Background: an optimization exercise with open tools, aiming at small area. Do not read the settings as production practice. In this exercise RTL edits were held to simulation tests only and were not proved equivalent to the original.

==> inputs of exp/onyx <==
==> flow/design.v (excerpt) <==
module bf8b (
    input rst,
    input clk,
    input rx,
    input [31:0] data_in,
    output [31:0] data_out,
    output [29:0] addr,
    output [3:0] wes,
    output tx
);
==> flow/config.mk <==
export PLATFORM = sky130hd
export DESIGN_NAME = bf8b
export DESIGN_NICKNAME = bf8b
export VERILOG_FILES = /design/flow/design.v
export SDC_FILE = /design/flow/constraint.sdc
export NUM_CORES = 8
export LEC_CHECK = 0
export CAP_MARGIN = 20
export CORE_MARGIN = 2
export CORE_UTILIZATION = 50
export SLEW_MARGIN = 20
==> flow/constraint.sdc <==
create_clock -name core_clock -period 14.0 [get_ports {clk}]
set_input_delay 2.8000 -clock core_clock [delete_from_list [all_inputs] [get_ports {clk}]]
set_output_delay 2.8000 -clock core_clock [all_outputs]
set_load 0.01 [all_outputs]
standard.sh (not shown) runs the stock make flow with config.mk's settings and CLKGATE_MAP_FILE= SYNTH_SCRIPT=/design/flow/synth_recipe.tcl, a recipe that flattens the netlist after the stock synthesis.
==> flow/flow/run.sh <==
#!/bin/bash
# The standard layout, with three of its steps tuned for area:
#  - synthesis maps the logic with an area-oriented ABC script (flow/abc_area.script)
#    instead of ORFS's delay-oriented one; everything else in the synthesis is the
#    standard one (synth_recipe.tcl), so the registers are the same;
#  - ports are buffered with buf_1 rather than the resizer's default delay cell;
#  - clock-tree sinks are clustered in larger groups.
set -euo pipefail
here=$(pwd)
{
  echo "proc abc {args} {"
  echo "  set i [lsearch -exact \$args -script]"
  echo "  if {\$i >= 0} { lset args [expr {\$i + 1}] $here/flow/abc_area.script }"
  echo "  yosys abc {*}\$args"
  echo "}"
  cat synth_recipe.tcl
} > area_synth.tcl
sed "s#SYNTH_SCRIPT=[^ ]*#SYNTH_SCRIPT=$here/area_synth.tcl#" standard.sh > area_standard.sh
export BUFFER_PORTS_ARGS="-buffer_cell sky130_fd_sc_hd__buf_1"
export CTS_ARGS="-sink_clustering_enable -repair_clock_nets -buf_list sky130_fd_sc_hd__clkbuf_4 -sink_clustering_size 10 -sink_clustering_max_diameter 40 -dont_use_dummy_load"
bash area_standard.sh > standard.log 2>&1
==> flow/flow/abc_area.script <==
&get -n
&st
&syn2
&dch
&nf -R 1000
&put
==> exp/quartz: changes against exp/onyx <==
--- a/flow/design.v
+++ b/flow/design.v
@@ -1,12 +1,11 @@
 module uart (
     input rst,
     input clk,
     input [1:0] t,
-    output clr,
     input st_go,                 
     input [2:0] sel,             
     input [7:0] st_byte,
     input dma_pass,
     input dma_rx,                
     input [7:0] ptr_byte,
     input dma_done,              
@@ -30,42 +29,42 @@
 wire [7:0] tx_end = u1[0];
 wire [7:0] rx_start = u2[0];
 wire [7:0] rx_end = u3[0];
 wire [7:0] tx_ptr = u4[0];
 wire [7:0] rx_ptr = u5[0];
 reg tx_en, rx_en;
 reg [1:0] clr_cnt;
-assign clr = rst | (clr_cnt != 0);
+wire clr = rst | (clr_cnt != 0);
 reg ptrrst;                      
 wire ptrrst_now = (t == 0) ? st_byte[5] : ptrrst;
 wire st_cfg = st_go & (sel == 3'd0);
-wire w0 = clr | (st_go & (sel == 3'd1));
-wire w1 = clr | (st_go & (sel == 3'd2));
-wire w2 = clr | (st_go & (sel == 3'd3));
-wire w3 = clr | (st_go & (sel == 3'd4));
+wire w0 = st_go & (sel == 3'd1);
+wire w1 = st_go & (sel == 3'd2);
+wire w2 = st_go & (sel == 3'd3);
+wire w3 = st_go & (sel == 3'd4);
 wire w4 = w0 | (dma_pass & ~dma_rx);
 wire w5 = w2 | (st_cfg & ptrrst_now) | (dma_pass & dma_rx);
 wire [7:0] d4 = dma_pass ? ptr_byte : st_byte;
 wire [7:0] d5 = dma_pass ? ptr_byte : (st_cfg ? rx_start : st_byte);
 integer k;
 always @(posedge clk) begin
     for (k = 0; k < 3; k = k + 1) begin
         u0[k] <= u0[k+1];
         u1[k] <= u1[k+1];
         u2[k] <= u2[k+1];
         u3[k] <= u3[k+1];
         u4[k] <= u4[k+1];
         u5[k] <= u5[k+1];
     end
-    u0[3] <= w0 ? st_byte : u0[0];
-    u1[3] <= w1 ? st_byte : u1[0];
-    u2[3] <= w2 ? st_byte : u2[0];
-    u3[3] <= w3 ? st_byte : u3[0];
-    u4[3] <= w4 ? d4 : u4[0];
-    u5[3] <= w5 ? d5 : u5[0];
+    u0[3] <= clr ? 8'd0 : w0 ? st_byte : u0[0];
+    u1[3] <= clr ? 8'd0 : w1 ? st_byte : u1[0];
+    u2[3] <= clr ? 8'd0 : w2 ? st_byte : u2[0];
+    u3[3] <= clr ? 8'd0 : w3 ? st_byte : u3[0];
+    u4[3] <= clr ? 8'd0 : w4 ? d4 : u4[0];
+    u5[3] <= clr ? 8'd0 : w5 ? d5 : u5[0];
 end
 reg txeq_acc, rxeq_acc, tx_eq, rx_eq;
 wire txeq_now = (tx_ptr == tx_end) & ((t == 0) | txeq_acc);
 wire rxeq_now = (rx_ptr == rx_end) & ((t == 0) | rxeq_acc);
 reg [9:0] txs;
 reg [2:0] txc;
 wire tx_busy = txs != 0;
@@ -155,22 +154,21 @@
     output [3:0] wes,
     output tx
 );
 localparam P_FETCH = 2'd0;      
 localparam P_EX    = 2'd1;      
 localparam P_EX2   = 2'd2;      
 localparam P_DMA   = 2'd3;      
-localparam K_SLT   = 3'd0;
-localparam K_SH    = 3'd1;
-localparam K_LOAD  = 3'd2;
-localparam K_STORE = 3'd3;
-localparam K_JMP   = 3'd4;
+localparam K_SLT   = 2'd0;
+localparam K_SH    = 2'd1;
+localparam K_LOAD  = 2'd2;
+localparam K_STORE = 2'd3;
 reg [1:0] t;
 reg [1:0] pass;
-reg [2:0] k2;
+reg [1:0] k2;
 reg [29:0] pc;
 reg [31:0] a;
 reg [4:0] rlo;                   
 reg [2:0] rf3;                   
 reg c;                           
 reg cc;                          
 reg zacc;                        
@@ -210,43 +208,51 @@
         imm = {ir[31:12], 12'b0};
     else if (is_jal)
         imm = {{11{ir[31]}}, ir[31], ir[19:12], ir[20], ir[30:21], 1'b0};
     else
         imm = {{20{ir[31]}}, ir[31:20]};
 end
 wire [7:0] immb = imm[8*t +: 8];
-wire uart_clr;
-wire [4:0] rs2x = uart_clr ? 5'd0 : (pass == P_EX) ? rs2 : rlo;
+wire [4:0] rs2x = (pass == P_EX) ? rs2 : rlo;
 wire [7:0] p1, p2;
+reg [7:0] rf [1:31][0:3];
+wire [31:1] sel1, sel2;
+wire [31*8-1:0] taps;
+genvar gr;
+generate
+    for (gr = 1; gr < 32; gr = gr + 1) begin : TAP
+        assign taps[8*(gr-1) +: 8] = rf[gr][0];
+    end
+endgenerate
+onehot5 DEC1 (.x(rs1), .y(sel1));
+onehot5 DEC2 (.x(rs2x), .y(sel2));
+rdmux RD1 (.sel(sel1), .taps(taps), .q(p1));
+rdmux RD2 (.sel(sel2), .taps(taps), .q(p2));
+integer r, j;
 reg wen;
 reg [4:0] wreg;
 reg [7:0] wbyte;
-integer j;
-regfile RF (
-    .clk(clk),
-    .rs1(rs1),
-    .rs2(rs2x),
-    .wen(wen),
-    .wreg(wreg),
-    .wbyte(wbyte),
-    .p1(p1),
-    .p2(p2)
-);
+always @(posedge clk) begin
+    for (r = 1; r < 32; r = r + 1) begin
+        for (j = 0; j < 3; j = j + 1)
+            rf[r][j] <= rf[r][j+1];
+        rf[r][3] <= (wen && wreg == r) ? wbyte : rf[r][0];
+    end
+end
 reg inc_a;                       
-reg cin_a;
-reg sel_ea;
-wire [29:0] inc = (inc_a ? a[31:2] : pc) + cin_a;
+wire [29:0] inc = (inc_a ? a[31:2] : pc) + 1'b1;
 wire [31:0] pcw = {pc, 2'b00};
+wire [31:0] incw = {inc, 2'b00};
 wire [7:0] pcb = pcw[8*t +: 8];
+wire [7:0] incb = incw[8*t +: 8];
 wire [7:0] uart_ptr;
 wire in_dma = pass == P_DMA;
-wire in_ex2 = pass == P_EX2;
-wire use_pc = in_ex2 | is_auipc | is_jal | is_br;
+wire use_pc = is_auipc | is_jal | is_br;
 wire [7:0] ain = in_dma ? uart_ptr : use_pc ? pcb : is_lui ? 8'd0 : p1;
-wire [7:0] bin = in_dma ? 8'd0 : in_ex2 ? {5'd0, t0, 2'd0} : is_op ? p2 : immb;
+wire [7:0] bin = in_dma ? 8'd0 : is_op ? p2 : immb;
 wire sub = ~in_dma & is_op & ir[30] & (f3 == 3'b000);
 wire cin = t0 ? (sub | in_dma) : c;
 wire [8:0] sum = {1'b0, ain} + {1'b0, bin ^ {8{sub}}} + cin;
 wire [7:0] cb = (is_op | is_br) ? p2 : immb;
 wire ccin = t0 ? 1'b1 : cc;
 wire [8:0] cdiff = {1'b0, p1} + {1'b0, ~cb} + ccin;
 wire ltu = ~cdiff[8];
@@ -298,15 +304,14 @@
 wire dma_req, rx_need;
 wire dma_rx = t0 ? rx_need : dsel;
 wire k_uart = pass == P_EX2 && (k2 == K_LOAD || k2 == K_STORE) && uflag;
 uart UART (
     .rst(rst),
     .clk(clk),
     .t(t),
-    .clr(uart_clr),
     .st_go(k_uart && k2 == K_STORE),
     .sel(a[4:2]),
     .st_byte(p2),
     .dma_pass(in_dma),
     .dma_rx(dma_rx),
     .ptr_byte(sum[7:0]),
     .dma_done(in_dma & t3),
@@ -317,44 +322,43 @@
     .rx_byte(rx_byte),
     .dma_req(dma_req),
     .rx_need(rx_need),
     .rx(rx),
     .tx(tx)
 );
 reg [1:0] npass;
-reg [2:0] nk2;
+reg [1:0] nk2;
 reg pc_we;                       
 reg [31:0] na;
+reg [1:0] amux;                  
 reg [3:0] wes_r;
 reg [7:0] dbyte;
 task automatic advance(input jump);
     begin
         pc_we = 1'b1;
-        sel_ea = jump;
-        cin_a = 1'b1;
+        amux = jump ? 2'd3 : 2'd1;
         npass = dma_req ? P_DMA : P_EX;
     end
 endtask
 always @(*) begin
     npass = pass;
     nk2 = k2;
     pc_we = 1'b0;
     na = a;
-    sel_ea = 1'b0;
-    cin_a = 1'b0;
+    amux = 2'd0;
     inc_a = 1'b0;
     wes_r = 4'b0;
     wen = 1'b0;
     wreg = rd;
     wbyte = alub;
     dbyte = p2;
     case (pass)
         P_FETCH: begin
             if (t0 && pcinc) begin
-                cin_a = 1'b1;
+                amux = 2'd1;
                 pc_we = 1'b1;
             end
             if (t3)
                 npass = dma_req ? P_DMA : P_EX;
         end
         P_EX: begin
             if (is_alu & (is_slt | is_sh)) begin
@@ -363,55 +367,44 @@
                     nk2 = is_slt ? K_SLT : K_SH;
                     npass = P_EX2;
                 end
             end else if (is_alu | is_lui | is_auipc) begin
                 wen = 1'b1;
                 if (t3)
                     advance(1'b0);
-            end else if (is_br) begin
-                na = {sum[7:0], a[31:8]};
-                if (t3)
-                    advance(taken);
-            end else if (is_jal | is_jalr) begin
+            end else if (is_jal | is_jalr | is_br) begin
                 na = {sum[7:0], a[31:8]};
-                if (t3) begin
-                    nk2 = K_JMP;
-                    npass = P_EX2;
+                if (!is_br) begin
+                    wen = 1'b1;
+                    wbyte = incb;
                 end
+                if (t3)
+                    advance(!is_br || taken);
             end else begin
                 na = {sum[7:0], a[31:8]};
                 if (t3) begin
                     nk2 = is_load ? K_LOAD : K_STORE;
                     npass = P_EX2;
                     if (is_load)
-                        sel_ea = 1'b1;
+                        amux = 2'd3;
                     else if (f3[1:0] == 2'b10 && a[9:8] == 2'b00 && !uart_ea) begin
-                        sel_ea = 1'b1;
+                        amux = 2'd3;
                         wes_r = 4'b1000;
                     end
                 end
             end
         end
         P_EX2: begin
             case (k2)
                 K_SLT: begin
                     wen = 1'b1;
                     wbyte = {7'b0, flag & t0};
                     if (t3)
                         advance(1'b0);
                 end
-                K_JMP: begin
-                    wen = 1'b1;
-                    wbyte = sum[7:0];
-                    if (t3) begin
-                        pc_we = 1'b1;
-                        inc_a = 1'b1;
-                        npass = dma_req ? P_DMA : P_EX;
-                    end
-                end
                 K_SH: begin
                     wen = 1'b1;
                     wbyte = shout;
                     na = {a[7:0], a[31:8]};
                     if (t3)
                         advance(1'b0);
                 end
@@ -419,51 +412,51 @@
                     wen = 1'b1;
                     wreg = rlo;
                     if (uflag)
                         wbyte = uart_rd;
                     else begin
                         wbyte = ldb;
                         if (!t3) begin
-                            inc_a = 1'b1;
-                            cin_a = lnext[2];
+                            inc_a = lnext[2];
+                            amux = lnext[2] ? 2'd1 : 2'd2;
                         end
                     end
                     if (t3)
                         advance(1'b0);
                 end
                 default: begin
                     if (!uflag && st_now) begin
-                        inc_a = 1'b1;
-                        cin_a = sbyte[2];
+                        inc_a = sbyte[2];
+                        amux = sbyte[2] ? 2'd1 : 2'd2;
                         wes_r = 4'b0001 << sbyte[1:0];
                     end
                     if (t3) begin
                         if (!uflag && st_now)
                             npass = P_FETCH;     
                         else
                             advance(1'b0);
                     end
                 end
             endcase
         end
         default: begin
             na = {uart_ptr, a[31:8]};
             if (t3) begin
-                sel_ea = 1'b1;
+                amux = 2'd3;
                 if (dsel) begin
                     wes_r = 4'b0001 << a[9:8];
                     dbyte = rx_byte;
                 end
                 npass = P_FETCH;
             end
         end
     endcase
 end
 wire [29:0] ea = {in_dma ? uart_ptr : sum[7:0], a[31:10]};
-assign addr = sel_ea ? ea : inc;
+assign addr = (amux == 2'd0) ? pc : (amux == 2'd1) ? inc : (amux == 2'd2) ? a[31:2] : ea;
 assign wes = rst ? 4'b0 : wes_r;
 assign data_out = {4{dbyte}};
 always @(posedge clk) begin
     if (rst) begin
         t <= 2'd0;
         pass <= P_FETCH;
         pc <= 30'd0;
@@ -498,46 +491,14 @@
         else
             rlo <= rs2;
     end
     if (in_dma && t0)
         dsel <= rx_need;
 end
 endmodule
-module regfile (
-    input clk,
-    input [4:0] rs1,
-    input [4:0] rs2,
-    input wen,
-    input [4:0] wreg,
-    input [7:0] wbyte,
-    output [7:0] p1,
-    output [7:0] p2
-);
-reg [7:0] rf [1:31][0:3];
-wire [31:1] sel1, sel2;
-wire [31*8-1:0] taps;
-integer r, j;
-genvar gr;
-generate
-    for (gr = 1; gr < 32; gr = gr + 1) begin : TAP
-        assign taps[8*(gr-1) +: 8] = rf[gr][0];
-    end
-endgenerate
-onehot5 DEC1 (.x(rs1), .y(sel1));
-onehot5 DEC2 (.x(rs2), .y(sel2));
-rdmux RD1 (.sel(sel1), .taps(taps), .q(p1));
-rdmux RD2 (.sel(sel2), .taps(taps), .q(p2));
-always @(posedge clk) begin
-    for (r = 1; r < 32; r = r + 1) begin
-        for (j = 0; j < 3; j = j + 1)
-            rf[r][j] <= rf[r][j+1];
-        rf[r][3] <= (wen && wreg == r) ? wbyte : rf[r][0];
-    end
-end
-endmodule
 module onehot5 (
     input [4:0] x,
     output [31:1] y
 );
 genvar i;
 generate
     for (i = 1; i < 32; i = i + 1) begin : D
==> flow/flow/run.sh (replaced) <==
#!/bin/bash
# The standard layout, with three of its steps tuned for area:
#  - synthesis maps the logic with an area-oriented ABC script (flow/abc_area.script)
#    instead of ORFS's delay-oriented one; everything else in the synthesis is the
#    standard one (synth_recipe.tcl), so the registers are the same;
#  - ports are buffered with buf_2 rather than the resizer's default delay cell;
#  - clock-tree sinks are clustered in larger groups.
set -euo pipefail
here=$(pwd)
{
  echo "proc abc {args} {"
  echo "  set i [lsearch -exact \$args -script]"
  echo "  if {\$i >= 0} { lset args [expr {\$i + 1}] $here/flow/abc_area.script }"
  echo "  yosys abc {*}\$args"
  echo "}"
  cat synth_recipe.tcl
} > area_synth.tcl
sed "s#SYNTH_SCRIPT=[^ ]*#SYNTH_SCRIPT=$here/area_synth.tcl#" standard.sh > area_standard.sh
export BUFFER_PORTS_ARGS="-buffer_cell sky130_fd_sc_hd__buf_2"
export CTS_ARGS="-sink_clustering_enable -repair_clock_nets -sink_clustering_size 24 -sink_clustering_max_diameter 100 -dont_use_dummy_load"
bash area_standard.sh > standard.log 2>&1
==> flow/flow/abc_area.script (replaced) <==
&get -n
&st
&dch
&nf -R 1000
&put
==> flow/config.mk (replaced) <==
export PLATFORM = sky130hd
export DESIGN_NAME = bf8b
export DESIGN_NICKNAME = bf8b
export VERILOG_FILES = /design/flow/design.v
export SDC_FILE = /design/flow/constraint.sdc
export NUM_CORES = 8
export LEC_CHECK = 0
export CAP_MARGIN = 20
export CORE_MARGIN = 2
export CORE_UTILIZATION = 35
export SLEW_MARGIN = 20
==> exp/ember: changes against exp/onyx <==
--- a/flow/design.v
+++ b/flow/design.v
@@ -1,12 +1,11 @@
 module uart (
     input rst,
     input clk,
     input [1:0] t,
-    output clr,
     input st_go,                 
     input [2:0] sel,             
     input [7:0] st_byte,
     input dma_pass,
     input dma_rx,                
     input [7:0] ptr_byte,
     input dma_done,              
@@ -30,42 +29,42 @@
 wire [7:0] tx_end = u1[0];
 wire [7:0] rx_start = u2[0];
 wire [7:0] rx_end = u3[0];
 wire [7:0] tx_ptr = u4[0];
 wire [7:0] rx_ptr = u5[0];
 reg tx_en, rx_en;
 reg [1:0] clr_cnt;
-assign clr = rst | (clr_cnt != 0);
+wire clr = rst | (clr_cnt != 0);
 reg ptrrst;                      
 wire ptrrst_now = (t == 0) ? st_byte[5] : ptrrst;
 wire st_cfg = st_go & (sel == 3'd0);
-wire w0 = clr | (st_go & (sel == 3'd1));
-wire w1 = clr | (st_go & (sel == 3'd2));
-wire w2 = clr | (st_go & (sel == 3'd3));
-wire w3 = clr | (st_go & (sel == 3'd4));
+wire w0 = st_go & (sel == 3'd1);
+wire w1 = st_go & (sel == 3'd2);
+wire w2 = st_go & (sel == 3'd3);
+wire w3 = st_go & (sel == 3'd4);
 wire w4 = w0 | (dma_pass & ~dma_rx);
 wire w5 = w2 | (st_cfg & ptrrst_now) | (dma_pass & dma_rx);
 wire [7:0] d4 = dma_pass ? ptr_byte : st_byte;
 wire [7:0] d5 = dma_pass ? ptr_byte : (st_cfg ? rx_start : st_byte);
 integer k;
 always @(posedge clk) begin
     for (k = 0; k < 3; k = k + 1) begin
         u0[k] <= u0[k+1];
         u1[k] <= u1[k+1];
         u2[k] <= u2[k+1];
         u3[k] <= u3[k+1];
         u4[k] <= u4[k+1];
         u5[k] <= u5[k+1];
     end
-    u0[3] <= w0 ? st_byte : u0[0];
-    u1[3] <= w1 ? st_byte : u1[0];
-    u2[3] <= w2 ? st_byte : u2[0];
-    u3[3] <= w3 ? st_byte : u3[0];
-    u4[3] <= w4 ? d4 : u4[0];
-    u5[3] <= w5 ? d5 : u5[0];
+    u0[3] <= clr ? 8'd0 : w0 ? st_byte : u0[0];
+    u1[3] <= clr ? 8'd0 : w1 ? st_byte : u1[0];
+    u2[3] <= clr ? 8'd0 : w2 ? st_byte : u2[0];
+    u3[3] <= clr ? 8'd0 : w3 ? st_byte : u3[0];
+    u4[3] <= clr ? 8'd0 : w4 ? d4 : u4[0];
+    u5[3] <= clr ? 8'd0 : w5 ? d5 : u5[0];
 end
 reg txeq_acc, rxeq_acc, tx_eq, rx_eq;
 wire txeq_now = (tx_ptr == tx_end) & ((t == 0) | txeq_acc);
 wire rxeq_now = (rx_ptr == rx_end) & ((t == 0) | rxeq_acc);
 reg [9:0] txs;
 reg [2:0] txc;
 wire tx_busy = txs != 0;
@@ -210,16 +209,15 @@
         imm = {ir[31:12], 12'b0};
     else if (is_jal)
         imm = {{11{ir[31]}}, ir[31], ir[19:12], ir[20], ir[30:21], 1'b0};
     else
         imm = {{20{ir[31]}}, ir[31:20]};
 end
 wire [7:0] immb = imm[8*t +: 8];
-wire uart_clr;
-wire [4:0] rs2x = uart_clr ? 5'd0 : (pass == P_EX) ? rs2 : rlo;
+wire [4:0] rs2x = (pass == P_EX) ? rs2 : rlo;
 wire [7:0] p1, p2;
 reg wen;
 reg [4:0] wreg;
 reg [7:0] wbyte;
 integer j;
 regfile RF (
     .clk(clk),
@@ -298,15 +296,14 @@
 wire dma_req, rx_need;
 wire dma_rx = t0 ? rx_need : dsel;
 wire k_uart = pass == P_EX2 && (k2 == K_LOAD || k2 == K_STORE) && uflag;
 uart UART (
     .rst(rst),
     .clk(clk),
     .t(t),
-    .clr(uart_clr),
     .st_go(k_uart && k2 == K_STORE),
     .sel(a[4:2]),
     .st_byte(p2),
     .dma_pass(in_dma),
     .dma_rx(dma_rx),
     .ptr_byte(sum[7:0]),
     .dma_done(in_dma & t3),
--- a/flow/flow/run.sh
+++ b/flow/flow/run.sh
@@ -13,9 +13,9 @@
   echo "  if {\$i >= 0} { lset args [expr {\$i + 1}] $here/flow/abc_area.script }"
   echo "  yosys abc {*}\$args"
   echo "}"
   cat synth_recipe.tcl
 } > area_synth.tcl
 sed "s#SYNTH_SCRIPT=[^ ]*#SYNTH_SCRIPT=$here/area_synth.tcl#" standard.sh > area_standard.sh
 export BUFFER_PORTS_ARGS="-buffer_cell sky130_fd_sc_hd__buf_1"
-export CTS_ARGS="-sink_clustering_enable -repair_clock_nets -buf_list sky130_fd_sc_hd__clkbuf_4 -sink_clustering_size 10 -sink_clustering_max_diameter 40 -dont_use_dummy_load"
+export CTS_ARGS="-sink_clustering_enable -repair_clock_nets -buf_list sky130_fd_sc_hd__clkbuf_8 -sink_clustering_size 20 -sink_clustering_max_diameter 60 -dont_use_dummy_load"
 bash area_standard.sh > standard.log 2>&1
==> flow/config.mk (replaced) <==
export PLATFORM = sky130hd
export DESIGN_NAME = bf8b
export DESIGN_NICKNAME = bf8b
export VERILOG_FILES = /design/flow/design.v
export SDC_FILE = /design/flow/constraint.sdc
export NUM_CORES = 8
export LEC_CHECK = 0
export CAP_MARGIN = 20
export CORE_MARGIN = 2
export CORE_UTILIZATION = 55
export SLEW_MARGIN = 20
==> impl_metrics.env <==
export IMPL_outcome="finished clean"
export IMPL_compound_gate_fraction_of_synth_area_pct=16.4
export IMPL_via_count=30500
export IMPL_nets=4147
export IMPL_global_route_met1_usage_pct=30.9
export IMPL_use_met3_pct=3.55
-- figures above: exp/quartz

==> impl_metrics.env <==
export IMPL_power_combinational_mw=0.430
export IMPL_hold_path_end="UART.u5[1][6]"
export IMPL_initialDrtViolationCount=3865
export IMPL_ios=102
export IMPL_global_route_met1_usage_pct=47.0
export IMPL_outcome="finished clean"
export IMPL_compound_gate_fraction_of_synth_area_pct=15.3
export IMPL_via_count=30500
export IMPL_nets=4027
export IMPL_met2_wirelength_mm=63.0
-- figures above: exp/ember

==> impl_metrics.env <==
export IMPL_outcome="finished clean"
export IMPL_finalWorstSetupSlack_ns=0.927
export IMPL_nets=4066
export IMPL_global_route_met1_usage_pct=43.2
export IMPL_number_of_cells_traversed_by_the_worst_hold_path=0
export IMPL_worst_slew_margin_rel_pct=26.4
export IMPL_compound_gate_fraction_of_synth_area_pct=14.6
export IMPL_syn_inst=3634
export IMPL_finalCoreUtilization_pct=54.9
export IMPL_use_met3_pct=6.47
export IMPL_htreeDepth=4
export IMPL_via_count=29500
-- figures above: exp/onyx

## separate check: timing with driven ports
No port has a modelled driver above. Below, the same layouts with a new extraction and two added sets of constraints.
Step 1, drivers: a clkbuf_16 drives clk and a buf_2 each remaining input, both assumed.
Step 2 adds t to the input delays and takes it off the output delays; t is the mean of the earliest and latest rising clock arrival at the registers after step 1. Input paths then give back, and output paths get back, about the clock's delay inside the block.
Slacks: no drivers / after step 1 / after step 2; pairs: no drivers / after step 1.
| run | t (ns) | setup WS [ns] | clock arrival spread, ns |
|---|---|---|---|
| exp/onyx | 1.068 | 0.927 / 0.905 / 0.905 | 0.172 / 0.172 |
| exp/quartz | 0.688 | 0.389 / 0.251 / 0.251 | 0.078 / 0.079 |
| exp/ember | 0.756 | 0.930 / 0.840 / 0.840 | 0.117 / 0.117 |
After both steps every run listed still meets setup and hold. The setup slack of exp/quartz, which loses most, moves by -0.138 ns with the drivers and by -0.138 ns with both steps.
